From an optimization exercise on the open Yosys and OpenROAD flow, aimed at small area; shortcuts taken in it are not production practice. The RTL was checked by simulation tests, not by an equivalence proof against the original design.

==> try-quartz <==
==> flow/design.v <==
`timescale 1ns / 1ps
module alu64(
    input  [63:0] A,
    input  [63:0] B,
    input  [5:0]  shamt,
    input         c_sub,     
    input         c_arith,   
    input         c_lg,      
    input         c_lp,      
    input         c_shr,
    input         c_seq,
    input         c_sne,
    input         c_slt,
    output [63:0] Z
);
    wire [63:0] bx = B ^ {64{c_sub}};
    wire [63:0] g0 = A & bx;
    wire [63:0] p0 = A ^ bx;
    reg [63:0] G, P;
    reg [64:0] c;
    integer i, l;
    always @(*) begin
        G = g0;
        P = p0;
        for (l = 1; l < 64; l = l * 2)
            for (i = 2*l-1; i < 64; i = i + 2*l) begin
                G[i] = G[i] | (P[i] & G[i-l]);
                P[i] = P[i] & P[i-l];
            end
        for (l = 16; l >= 1; l = l / 2)
            for (i = 3*l-1; i < 64; i = i + 2*l) begin
                G[i] = G[i] | (P[i] & G[i-l]);
                P[i] = P[i] & P[i-l];
            end
        c[0] = c_sub;
        for (i = 0; i < 64; i = i + 1)
            c[i+1] = G[i] | (P[i] & c_sub);
    end
    wire [63:0] sum = p0 ^ c[63:0];
    wire [63:0] lgc = ({64{c_lg}} & g0) | ({64{c_lp}} & p0);
    wire        eq  = ~|p0;
    wire [63:0] shr = A >> shamt;
    assign Z = (c_arith ? sum : lgc)
             | ({64{c_shr}} & shr)
             | {63'b0, (c_seq & eq) | (c_sne & ~eq) | (c_slt & ~c[64])};
endmodule
`timescale 1ns / 1ps
module controller(
    input            clk,
    input      [5:0] opcode,
    output reg       c_sub,     
    output reg       c_arith,   
    output reg       c_lg,      
    output reg       c_lp,      
    output reg       c_shr,
    output reg       c_seq,
    output reg       c_sne,
    output reg       c_slt,
    output reg       alusrc,
    output reg       memtoreg,
    output reg       memWrite,
    output reg       regWrite,
    output reg       branch,
    output reg       jump,
    output reg       jal,
    output           is_jal     
);
    reg sub, arith, an, o, x, shr, seq, sne, slt, src, m2r, memw, regw, br, j, jl;
    assign is_jal = (opcode == 6'b11_1011);
    always @(*) begin
        sub = 1'b0; arith = 1'b1; an = 1'b0; o = 1'b0; x = 1'b0; shr = 1'b0;
        seq = 1'b0; sne = 1'b0; slt = 1'b0; src = 1'b0; m2r = 1'b0; memw = 1'b0;
        regw = 1'b0; br = 1'b0; j = 1'b0; jl = 1'b0;
        case (opcode)
            6'b00_0000: regw = 1'b1;                                   
            6'b00_0011: begin src = 1'b1; memw = 1'b1; end             
            6'b00_0110: begin src = 1'b1; regw = 1'b1; m2r = 1'b1; end  
            6'b00_1000: j = 1'b1;                                      
            6'b00_1001: br = 1'b1;                                     
            6'b00_1110: regw = 1'b1;                                   
            6'b00_1111: begin src = 1'b1; regw = 1'b1; end             
            6'b01_0001: begin sub = 1'b1; regw = 1'b1; end             
            6'b01_0010: begin sub = 1'b1; src = 1'b1; regw = 1'b1; end  
            6'b01_0011: begin arith = 1'b0; an = 1'b1; regw = 1'b1; end              
            6'b01_0100: begin arith = 1'b0; o = 1'b1; regw = 1'b1; end               
            6'b01_0101: begin arith = 1'b0; x = 1'b1; regw = 1'b1; end               
            6'b01_1000: begin arith = 1'b0; shr = 1'b1; regw = 1'b1; end             
            6'b01_1001: begin arith = 1'b0; an = 1'b1; src = 1'b1; regw = 1'b1; end  
            6'b01_1010: begin arith = 1'b0; o = 1'b1; src = 1'b1; regw = 1'b1; end   
            6'b01_1011: begin arith = 1'b0; x = 1'b1; src = 1'b1; regw = 1'b1; end   
            6'b01_1101: begin arith = 1'b0; sub = 1'b1; slt = 1'b1; regw = 1'b1; end  
            6'b10_0001: begin arith = 1'b0; seq = 1'b1; regw = 1'b1; end             
            6'b10_0010: begin arith = 1'b0; sne = 1'b1; regw = 1'b1; end             
            6'b11_1011: begin j = 1'b1; jl = 1'b1; regw = 1'b1; end    
            default: ;
        endcase
    end
    always @(posedge clk) begin
        c_sub <= sub; c_arith <= arith; c_lg <= an | o; c_lp <= o | x;
        c_shr <= shr; c_seq <= seq; c_sne <= sne; c_slt <= slt;
        alusrc <= src; memtoreg <= m2r; memWrite <= memw; regWrite <= regw;
        branch <= br; jump <= j; jal <= jl;
    end
endmodule
`timescale 1ns / 1ps
module gyn_regfile8(
    input         CLK,
    input         reset,
    input         wena,       
    input  [1:0]  wthread,
    input  [2:0]  waddr,
    input  [71:0] wdata,
    input  [3:0]  rthread,    
    input  [7:1]  r0sel,      
    input  [7:1]  r1sel,
    output [71:0] r0data,
    output [71:0] r1data
);
    reg [72*28-1:0] R;        
    reg [27:0] valid;
    genvar t, r;
    generate
        for (t = 0; t < 4; t = t + 1) begin : g_t
            for (r = 1; r < 8; r = r + 1) begin : g_r
                wire we = wena && (wthread == t) && (waddr == r);
                always @(posedge CLK) begin
                    if (we) R[72*(t*7+r-1) +: 72] <= wdata;
                    if (reset) valid[t*7+r-1] <= 1'b0;
                    else if (we) valid[t*7+r-1] <= 1'b1;
                end
            end
        end
    endgenerate
    wire [72*8-1:0] T;        
    assign T[71:0] = 72'b0;
    generate
        for (r = 1; r < 8; r = r + 1) begin : g_sel
            gyn_sel4 tsel(
                .s({rthread[3] & valid[3*7+r-1], rthread[2] & valid[2*7+r-1],
                    rthread[1] & valid[1*7+r-1], rthread[0] & valid[0*7+r-1]}),
                .d({R[72*(3*7+r-1) +: 72], R[72*(2*7+r-1) +: 72], R[72*(1*7+r-1) +: 72], R[72*(0*7+r-1) +: 72]}),
                .y(T[72*r +: 72]));
        end
    endgenerate
    gyn_sel7 psel0(.s(r0sel), .d(T[72*8-1:72]), .y(r0data));
    gyn_sel7 psel1(.s(r1sel), .d(T[72*8-1:72]), .y(r1data));
endmodule
module gyn_sel4(
    input  [3:0]      s,
    input  [4*72-1:0] d,
    output [71:0]     y
);
    assign y = ({72{s[0]}} & d[0 +: 72]) | ({72{s[1]}} & d[72 +: 72])
             | ({72{s[2]}} & d[144 +: 72]) | ({72{s[3]}} & d[216 +: 72]);
endmodule
module gyn_sel7(
    input  [6:0]      s,
    input  [7*72-1:0] d,
    output [71:0]     y
);
    assign y = ({72{s[0]}} & d[0 +: 72]) | ({72{s[1]}} & d[72 +: 72])
             | ({72{s[2]}} & d[144 +: 72]) | ({72{s[3]}} & d[216 +: 72])
             | ({72{s[4]}} & d[288 +: 72]) | ({72{s[5]}} & d[360 +: 72])
             | ({72{s[6]}} & d[432 +: 72]);
endmodule
`timescale 1ns / 1ps
module gyn_datapath(
	input clk,
	input reset,
	input [1:0] thread_num,
	input [8:0] instrMem_addr,
	input [31:0] instrMemOut,
	input [71:0] dMemOut,
	output [7:0] dMemAddr,
	output [71:0] dMemIn,
	output dMem_wena,
	output PCsel,
	output [8:0]  jump_address,
	output regfile_wena,
	output [1:0] regfile_wthread,
	output [3:0] regfile_waddr,
	output [71:0] regfile_wdata
);
	reg [1:0] thr1;
	reg [8:0] link1;
	always @(posedge clk) begin
		if (reset) begin
			thr1 <= 2'd0;
			link1 <= 9'd0;
		end else begin
			thr1 <= thread_num;
			link1 <= instrMem_addr;
		end
	end
	wire c_sub, c_arith, c_lg, c_lp, c_shr, c_seq, c_sne, c_slt;
	wire alusrc2, memtoreg2, memWrite2, regWrite2, branch2, jump2, jal2;
	wire is_jal1;
	controller ctrller(
		.clk(clk), .opcode(instrMemOut[31:26]),
		.c_sub(c_sub), .c_arith(c_arith), .c_lg(c_lg), .c_lp(c_lp),
		.c_shr(c_shr), .c_seq(c_seq), .c_sne(c_sne), .c_slt(c_slt),
		.alusrc(alusrc2), .memtoreg(memtoreg2), .memWrite(memWrite2),
		.regWrite(regWrite2), .branch(branch2), .jump(jump2), .jal(jal2),
		.is_jal(is_jal1)
	);
	reg [3:0]  ts2;       
	reg [3:0]  dest2;
	reg [13:0] imm2;      
	reg [7:1]  pa2, pb2;  
	wire [15:0] ra_dec = 16'd1 << instrMemOut[21:18];
	wire [15:0] rb_dec = 16'd1 << instrMemOut[17:14];
	always @(posedge clk) begin
		ts2 <= 4'd1 << thr1;
		pa2 <= ra_dec[7:1];
		pb2 <= rb_dec[7:1];
		if (reset) begin
			dest2 <= 4'd0;
			imm2 <= 14'd0;
		end else begin
			dest2 <= instrMemOut[25:22];
			imm2 <= is_jal1 ? {5'd0, link1} : instrMemOut[13:0];
		end
	end
	reg        we5;
	reg [1:0]  thr5;
	reg [2:0]  addr5;
	reg [71:0] data5;
	wire [71:0] ra_data, rb_data;
	gyn_regfile8 registerFile(
		.CLK(clk), .reset(reset),
		.wena(we5), .wthread(thr5), .waddr(addr5), .wdata(data5),
		.rthread(ts2), .r0sel(pa2), .r1sel(pb2),
		.r0data(ra_data), .r1data(rb_data)
	);
	wire [63:0] aluB = alusrc2 ? {{50{imm2[13]}}, imm2} : rb_data[63:0];
	wire [63:0] aluOut;
	alu64 alu(
		.A(ra_data[63:0]), .B(aluB), .shamt(imm2[13:8]),
		.c_sub(c_sub), .c_arith(c_arith), .c_lg(c_lg), .c_lp(c_lp),
		.c_shr(c_shr), .c_seq(c_seq), .c_sne(c_sne), .c_slt(c_slt),
		.Z(aluOut)
	);
	wire [8:0] link_p1 = imm2[8:0] + 9'd1;
	wire jal_m = jal2 & ~reset;
	reg [63:0] Z3;
	reg [71:0] rb3;
	reg [8:0]  ja3;
	reg [7:0]  ctrlA3;    
	reg [1:0]  thr3;
	reg [3:0]  dest3;
	reg memWrite3, regWrite3, memtoreg3, branch3, jump3, jal3;
	always @(posedge clk) begin
		Z3 <= {aluOut[63:9], jal_m ? link_p1[8] : aluOut[8], aluOut[7:0]};
		rb3 <= rb_data;
		ja3 <= ra_data[8:0];
		ctrlA3 <= jal_m ? link_p1[7:0] : ra_data[71:64];
		dest3 <= dest2;
		if (reset) begin
			thr3 <= 2'd0;
			memWrite3 <= 1'b0;
			regWrite3 <= 1'b0;
			memtoreg3 <= 1'b0;
			branch3 <= 1'b0;
			jump3 <= 1'b0;
			jal3 <= 1'b0;
		end else begin
			thr3 <= {ts2[3] | ts2[2], ts2[3] | ts2[1]};
			memWrite3 <= memWrite2;
			regWrite3 <= regWrite2;
			memtoreg3 <= memtoreg2;
			branch3 <= branch2;
			jump3 <= jump2;
			jal3 <= jal2;
		end
	end
	assign dMemAddr = Z3[7:0];
	assign dMemIn = rb3;
	assign dMem_wena = memWrite3;
	assign PCsel = (branch3 & rb3[0]) | jump3;
	assign jump_address = ja3;
	reg [63:0] alu4;
	reg [7:0]  ctrl4;
	reg [1:0]  thr4;
	reg [3:0]  dest4;
	reg regWrite4, memtoreg4;
	wire kill = reset | jal3;
	always @(posedge clk) begin
		thr4 <= thr3;
		regWrite4 <= regWrite3;
		memtoreg4 <= memtoreg3;
		alu4[63:9] <= kill ? 55'd0 : Z3[63:9];
		alu4[8] <= reset ? 1'b0 : Z3[8];
		alu4[7:0] <= reset ? 8'd0 : (jal3 ? ctrlA3 : Z3[7:0]);
		ctrl4 <= kill ? 8'd0 : ctrlA3;
		dest4 <= reset ? 4'd0 : dest3;
	end
	assign regfile_wena = regWrite4;
	assign regfile_wthread = thr4;
	assign regfile_waddr = dest4;
	assign regfile_wdata = memtoreg4 ? dMemOut : {ctrl4, alu4};
	always @(posedge clk) begin
		we5 <= ~reset & regWrite4 & ~dest4[3] & (dest4[2:0] != 3'd0);
		thr5 <= thr4;
		addr5 <= dest4[2:0];
		data5 <= regfile_wdata;
	end
endmodule
==> flow/run.sh <==
#!/bin/bash
# synth_recipe.tcl (not shown) runs the flow's synth.tcl, then flattens the netlist and writes it again
# the make line also repeats each setting of config.mk as NAME=value (left out here)
make -C /OpenROAD-flow-scripts/flow DESIGN_CONFIG=/design/flow/config.mk WORK_HOME=/design/flow/orfs CLKGATE_MAP_FILE= SYNTH_SCRIPT=/design/flow/synth_recipe.tcl finish
==> flow/config.mk <==
export PLATFORM = sky130hd
export DESIGN_NAME = gyn_datapath
export DESIGN_NICKNAME = gyn_datapath
export VERILOG_FILES = /design/flow/design.v
export SDC_FILE = /design/flow/constraint.sdc
export NUM_CORES = 4
export LEC_CHECK = 0
export CAP_MARGIN = 20
export CORE_MARGIN = 2
export CORE_UTILIZATION = 60
export CTS_BUF_LIST = sky130_fd_sc_hd__clkbuf_8
export CTS_CLUSTER_DIAMETER = 50
export CTS_CLUSTER_SIZE = 16
export GPL_ROUTABILITY_DRIVEN = 1
export PLACE_DENSITY = 0.68
export SLEW_MARGIN = 20
export SYNTH_HIERARCHICAL = 1
export SYNTH_MINIMUM_KEEP_SIZE = 0
==> flow/constraint.sdc <==
create_clock -name core_clock -period 7.0 [get_ports {clk}]
set_input_delay 1.4000 -clock core_clock [delete_from_list [all_inputs] [get_ports {clk}]]
set_output_delay 1.4000 -clock core_clock [all_outputs]
set_load 0.01 [all_outputs]
==> try-yarrow: changes against try-quartz <==
==> flow/flow/run.sh (new file) <==
#!/bin/bash
# The standard layout (standard.sh: standard synthesis and ORFS flow), with two changes:
#  - port buffers are the smallest buffer cell, sky130_fd_sc_hd__buf_1;
#  - clock tree synthesis inserts no dummy loads.
# make's full output goes to standard.log; ORFS writes each step's log under orfs/logs/.
set -euo pipefail
export BUFFER_PORTS_ARGS="-buffer_cell sky130_fd_sc_hd__buf_1"
export CTS_ARGS="-sink_clustering_enable -repair_clock_nets -dont_use_dummy_load -buf_list sky130_fd_sc_hd__clkbuf_8 -sink_clustering_size 16 -sink_clustering_max_diameter 50"
bash standard.sh finish > standard.log 2>&1
==> flow/standard.sh (new file) <==
#!/bin/bash
# synth_recipe.tcl (not shown) runs the flow's synth.tcl, then flattens the netlist and writes it again
# the make line also repeats each setting of config.mk as NAME=value (left out here)
make -C /OpenROAD-flow-scripts/flow DESIGN_CONFIG=/design/flow/config.mk WORK_HOME=/design/flow/orfs CLKGATE_MAP_FILE= SYNTH_SCRIPT=/design/flow/synth_recipe.tcl "${@:-finish}"
- CORE_UTILIZATION: 60 -> 70
- PLACE_DENSITY: 0.68 -> 0.78
removed: flow/run.sh
==> try-pepper: changes against try-quartz <==
--- a/flow/design.v
+++ b/flow/design.v
@@ -152,4 +152,6 @@
 );
-    assign y = ({72{s[0]}} & d[0 +: 72]) | ({72{s[1]}} & d[72 +: 72])
-             | ({72{s[2]}} & d[144 +: 72]) | ({72{s[3]}} & d[216 +: 72]);
+    wire [71:0] n0, n1;
+    gyn_aoi3 g0(.s(s[2:0]), .d(d[0 +: 3*72]), .y(n0));
+    gyn_nand2w g1(.a({72{s[3]}}), .b(d[216 +: 72]), .y(n1));
+    gyn_nand2w g2(.a(n0), .b(n1), .y(y));
 endmodule
@@ -160,6 +162,30 @@
 );
-    assign y = ({72{s[0]}} & d[0 +: 72]) | ({72{s[1]}} & d[72 +: 72])
-             | ({72{s[2]}} & d[144 +: 72]) | ({72{s[3]}} & d[216 +: 72])
-             | ({72{s[4]}} & d[288 +: 72]) | ({72{s[5]}} & d[360 +: 72])
-             | ({72{s[6]}} & d[432 +: 72]);
+    wire [71:0] n0, n1, n2;
+    gyn_aoi3 g0(.s(s[2:0]), .d(d[0 +: 3*72]), .y(n0));
+    gyn_aoi3 g1(.s(s[5:3]), .d(d[3*72 +: 3*72]), .y(n1));
+    gyn_nand2w g2(.a({72{s[6]}}), .b(d[432 +: 72]), .y(n2));
+    gyn_nand3w g3(.a(n0), .b(n1), .c(n2), .y(y));
+endmodule
+module gyn_aoi3(
+    input  [2:0]      s,
+    input  [3*72-1:0] d,
+    output [71:0]     y
+);
+    assign y = ~(({72{s[0]}} & d[0 +: 72]) | ({72{s[1]}} & d[72 +: 72])
+               | ({72{s[2]}} & d[144 +: 72]));
+endmodule
+module gyn_nand2w(
+    input  [71:0] a,
+    input  [71:0] b,
+    output [71:0] y
+);
+    assign y = ~(a & b);
+endmodule
+module gyn_nand3w(
+    input  [71:0] a,
+    input  [71:0] b,
+    input  [71:0] c,
+    output [71:0] y
+);
+    assign y = ~(a & b & c);
 endmodule
==> flow/flow/run.sh (new file) <==
#!/bin/bash
# The standard layout (standard.sh: standard synthesis and ORFS flow), with two changes:
#  - port buffers are the smallest buffer cell, sky130_fd_sc_hd__buf_1;
#  - clock tree synthesis inserts no dummy loads.
# make's full output goes to standard.log; ORFS writes each step's log under orfs/logs/.
set -euo pipefail
export BUFFER_PORTS_ARGS="-buffer_cell sky130_fd_sc_hd__buf_1"
export CTS_ARGS="-sink_clustering_enable -repair_clock_nets -dont_use_dummy_load -buf_list sky130_fd_sc_hd__clkbuf_8 -sink_clustering_size 16 -sink_clustering_max_diameter 50"
bash standard.sh finish > standard.log 2>&1
==> flow/standard.sh (new file) <==
#!/bin/bash
# synth_recipe.tcl (not shown) runs the flow's synth.tcl, then flattens the netlist and writes it again
# the make line also repeats each setting of config.mk as NAME=value (left out here)
make -C /OpenROAD-flow-scripts/flow DESIGN_CONFIG=/design/flow/config.mk WORK_HOME=/design/flow/orfs CLKGATE_MAP_FILE= SYNTH_SCRIPT=/design/flow/synth_recipe.tcl "${@:-finish}"
- CAP_MARGIN: 20 -> 10
- CORE_UTILIZATION: 60 -> 70
- PLACE_DENSITY: 0.68 -> 0.78
- SLEW_MARGIN: 20 -> 10
removed: flow/run.sh
==> try-willow: changes against try-quartz <==
==> flow/flow/run.sh (new file) <==
#!/bin/bash
# The standard layout (standard.sh: standard synthesis and ORFS flow), with two changes:
#  - port buffers are the smallest buffer cell, sky130_fd_sc_hd__buf_1;
#  - clock tree synthesis inserts no dummy loads.
# make's full output goes to standard.log; ORFS writes each step's log under orfs/logs/.
set -euo pipefail
export BUFFER_PORTS_ARGS="-buffer_cell sky130_fd_sc_hd__buf_1"
export CTS_ARGS="-sink_clustering_enable -repair_clock_nets -dont_use_dummy_load -buf_list sky130_fd_sc_hd__clkbuf_8 -sink_clustering_size 16 -sink_clustering_max_diameter 50"
bash standard.sh finish > standard.log 2>&1
==> flow/standard.sh (new file) <==
#!/bin/bash
# synth_recipe.tcl (not shown) runs the flow's synth.tcl, then flattens the netlist and writes it again
# the make line also repeats each setting of config.mk as NAME=value (left out here)
make -C /OpenROAD-flow-scripts/flow DESIGN_CONFIG=/design/flow/config.mk WORK_HOME=/design/flow/orfs CLKGATE_MAP_FILE= SYNTH_SCRIPT=/design/flow/synth_recipe.tcl "${@:-finish}"
- CORE_UTILIZATION: 60 -> 80
- PLACE_DENSITY: 0.68 -> 0.87
removed: flow/run.sh
==> flow_metrics.tcl <==
set metrics [dict create \
    status "timing/DRC/antenna clean" \
    totalWireLength_um 330000 \
    critPathCapture "Z3[55]" \
    design.final.nets 6928 \
    multi_input_area_share 0.253 \
    syn_area_per_cell_um2 15.0 \
    clock.fmax_ghz 0.157 \
    hp-start "memtoreg3" \
    r2r-start "ts2[3]" \
    grt_max_degree 70 \
    drive_gt1_frac 0.111 \
    p_int_mw 18.0 \
    vias 70200 \
    synth_fa_ha_area_frac 0.00927 \
    place_inst 8179 \
    path_max_fanout 45 \
    dr_wl_met2_um 139000 \
    crit_chain "and2_4 > a22oi_1 > nand2_1 > a222oi_1 > nand3_1 > inv_1 > o21ai_0 > xor2_1 > ha_1 > nand4_1 > nor2_1 > nand2_1 > a31oi_1 > nor2_4 > o31ai_2 > a2111oi_0 > nor3_1 > xnor2_1 > o21ai_0" \
    firstDrtPassIters 22 \
    setup.worst_path.start "ts2[3]" \
]
Source of the figures above: try-willow

==> flow_metrics.tcl <==
set metrics [dict create \
    fin_ws_ns -0.0589 \
    status "finished with violations" \
    crit_chain "and2_4 > buf_4 > a222oi_1 > nand2_1 > a222oi_1 > nand3_1 > inv_1 > o21ai_0 > xor2_1 > ha_1 > and4_1 > nor4b_1 > buf_4 > a21boi_2 > o31ai_1 > buf_4 > a21oi_1 > nor2_1 > o311ai_0" \
    path_max_fanout 38 \
    r2r-start "ts2[0]" \
    so.violations "negative setup slack" \
    syn_area_per_cell_um2 14.5 \
    clock.fmax_ghz 0.142 \
    totalWireLength_um 339000 \
    synth_fa_ha_area_frac 0.00944 \
    grt_max_degree 86 \
    setup_violations 1 \
    firstDrtPassIters 17 \
    critPathCapture "Z3[53]" \
]
Source of the figures above: try-pepper

==> flow_metrics.tcl <==
set metrics [dict create \
    status "timing/DRC/antenna clean" \
    firstDrtPassIters 14 \
    hp-start "memtoreg3" \
    clock.fmax_ghz 0.160 \
    crit_chain "and2_4 > buf_4 > a22oi_1 > nand2_1 > a22oi_1 > nand3_1 > inv_1 > o21ai_0 > xor2_1 > ha_1 > and2_1 > a221o_1 > a21oi_1 > o211ai_2 > o21ai_0 > nand2b_1 > a21oi_1 > o21bai_1 > xnor2_1 > o21ai_0" \
    synthXorXnorAreaFrac 0.00738 \
    setup.worst_path.start "ts2[1]" \
    design.final.nets 6902 \
    max_slew_margin 0.165 \
    r2r-start "ts2[1]" \
    vias 66600 \
    multi_input_area_share 0.253 \
    critPathCapture "Z3[35]" \
    synth_fa_ha_area_frac 0.00927 \
    dr_wl_met2_um 141000 \
    regMostFlops "registerFile.R" \
    path_max_fanout 53 \
    totalWireLength_um 327000 \
    gp_congestion 1.02 \
    syn_area_per_cell_um2 15.0 \
    place_inst 8401 \
    p_int_mw 18.1 \
]
Source of the figures above: try-yarrow

==> flow_metrics.tcl <==
set metrics [dict create \
    totalWireLength_um 337000 \
    dr_wl_met2_um 146000 \
    vias 65600 \
    path_max_fanout 39 \
    place_inst 8753 \
    status "timing/DRC/antenna clean" \
    multi_input_area_share 0.243 \
    setup.worst_path.start "ts2[2]" \
    grt_max_degree 70 \
    hp-start "regWrite3" \
    synth_fa_ha_area_frac 0.00927 \
    clock.fmax_ghz 0.163 \
    crit_chain "and2_4 > buf_4 > a22oi_1 > nand2_1 > a222oi_1 > nand3_1 > inv_1 > o21ai_0 > xor2_1 > ha_1 > nand4_1 > nor2_1 > nand2_1 > a31oi_1 > buf_4 > nor2_4 > o21bai_1 > a21o_1 > a21oi_1 > o311ai_0 > buf_4" \
    firstDrtPassIters 11 \
    p_int_mw 19.1 \
    syn_area_per_cell_um2 15.0 \
]
Source of the figures above: try-quartz

## what the ideal ports hide
Ports are ideal in the flow. The routed layouts listed here were re-timed in OpenROAD. Step 1 assumes that a clkbuf_16 drives the clock port and a buf_2 every other input. Step 2 adds t to the input delays and takes it off the output delays; t is the mean of the earliest and latest rising clock arrival at the registers after step 1. Input paths then give back, and output paths get back, about the clock's delay inside the block. a / b / c = ideal / step 1 / step 2; a / b = the first two.
| run | t (ns) | setup WS [ns] | worst hold slack (ns) |
|---|---|---|---|
| try-quartz | 1.086 | 0.868 / 0.868 / 0.868 | 0.329 / 0.329 / 0.329 |
| try-yarrow | 0.977 | 0.738 / 0.738 / 0.738 | 0.317 / 0.317 / 0.317 |
| try-pepper | 1.001 | -0.059 / -0.059 / -0.059 | 0.320 / 0.320 / 0.320 |
| try-willow | 1.028 | 0.624 / 0.624 / 0.624 | 0.331 / 0.331 / 0.331 |
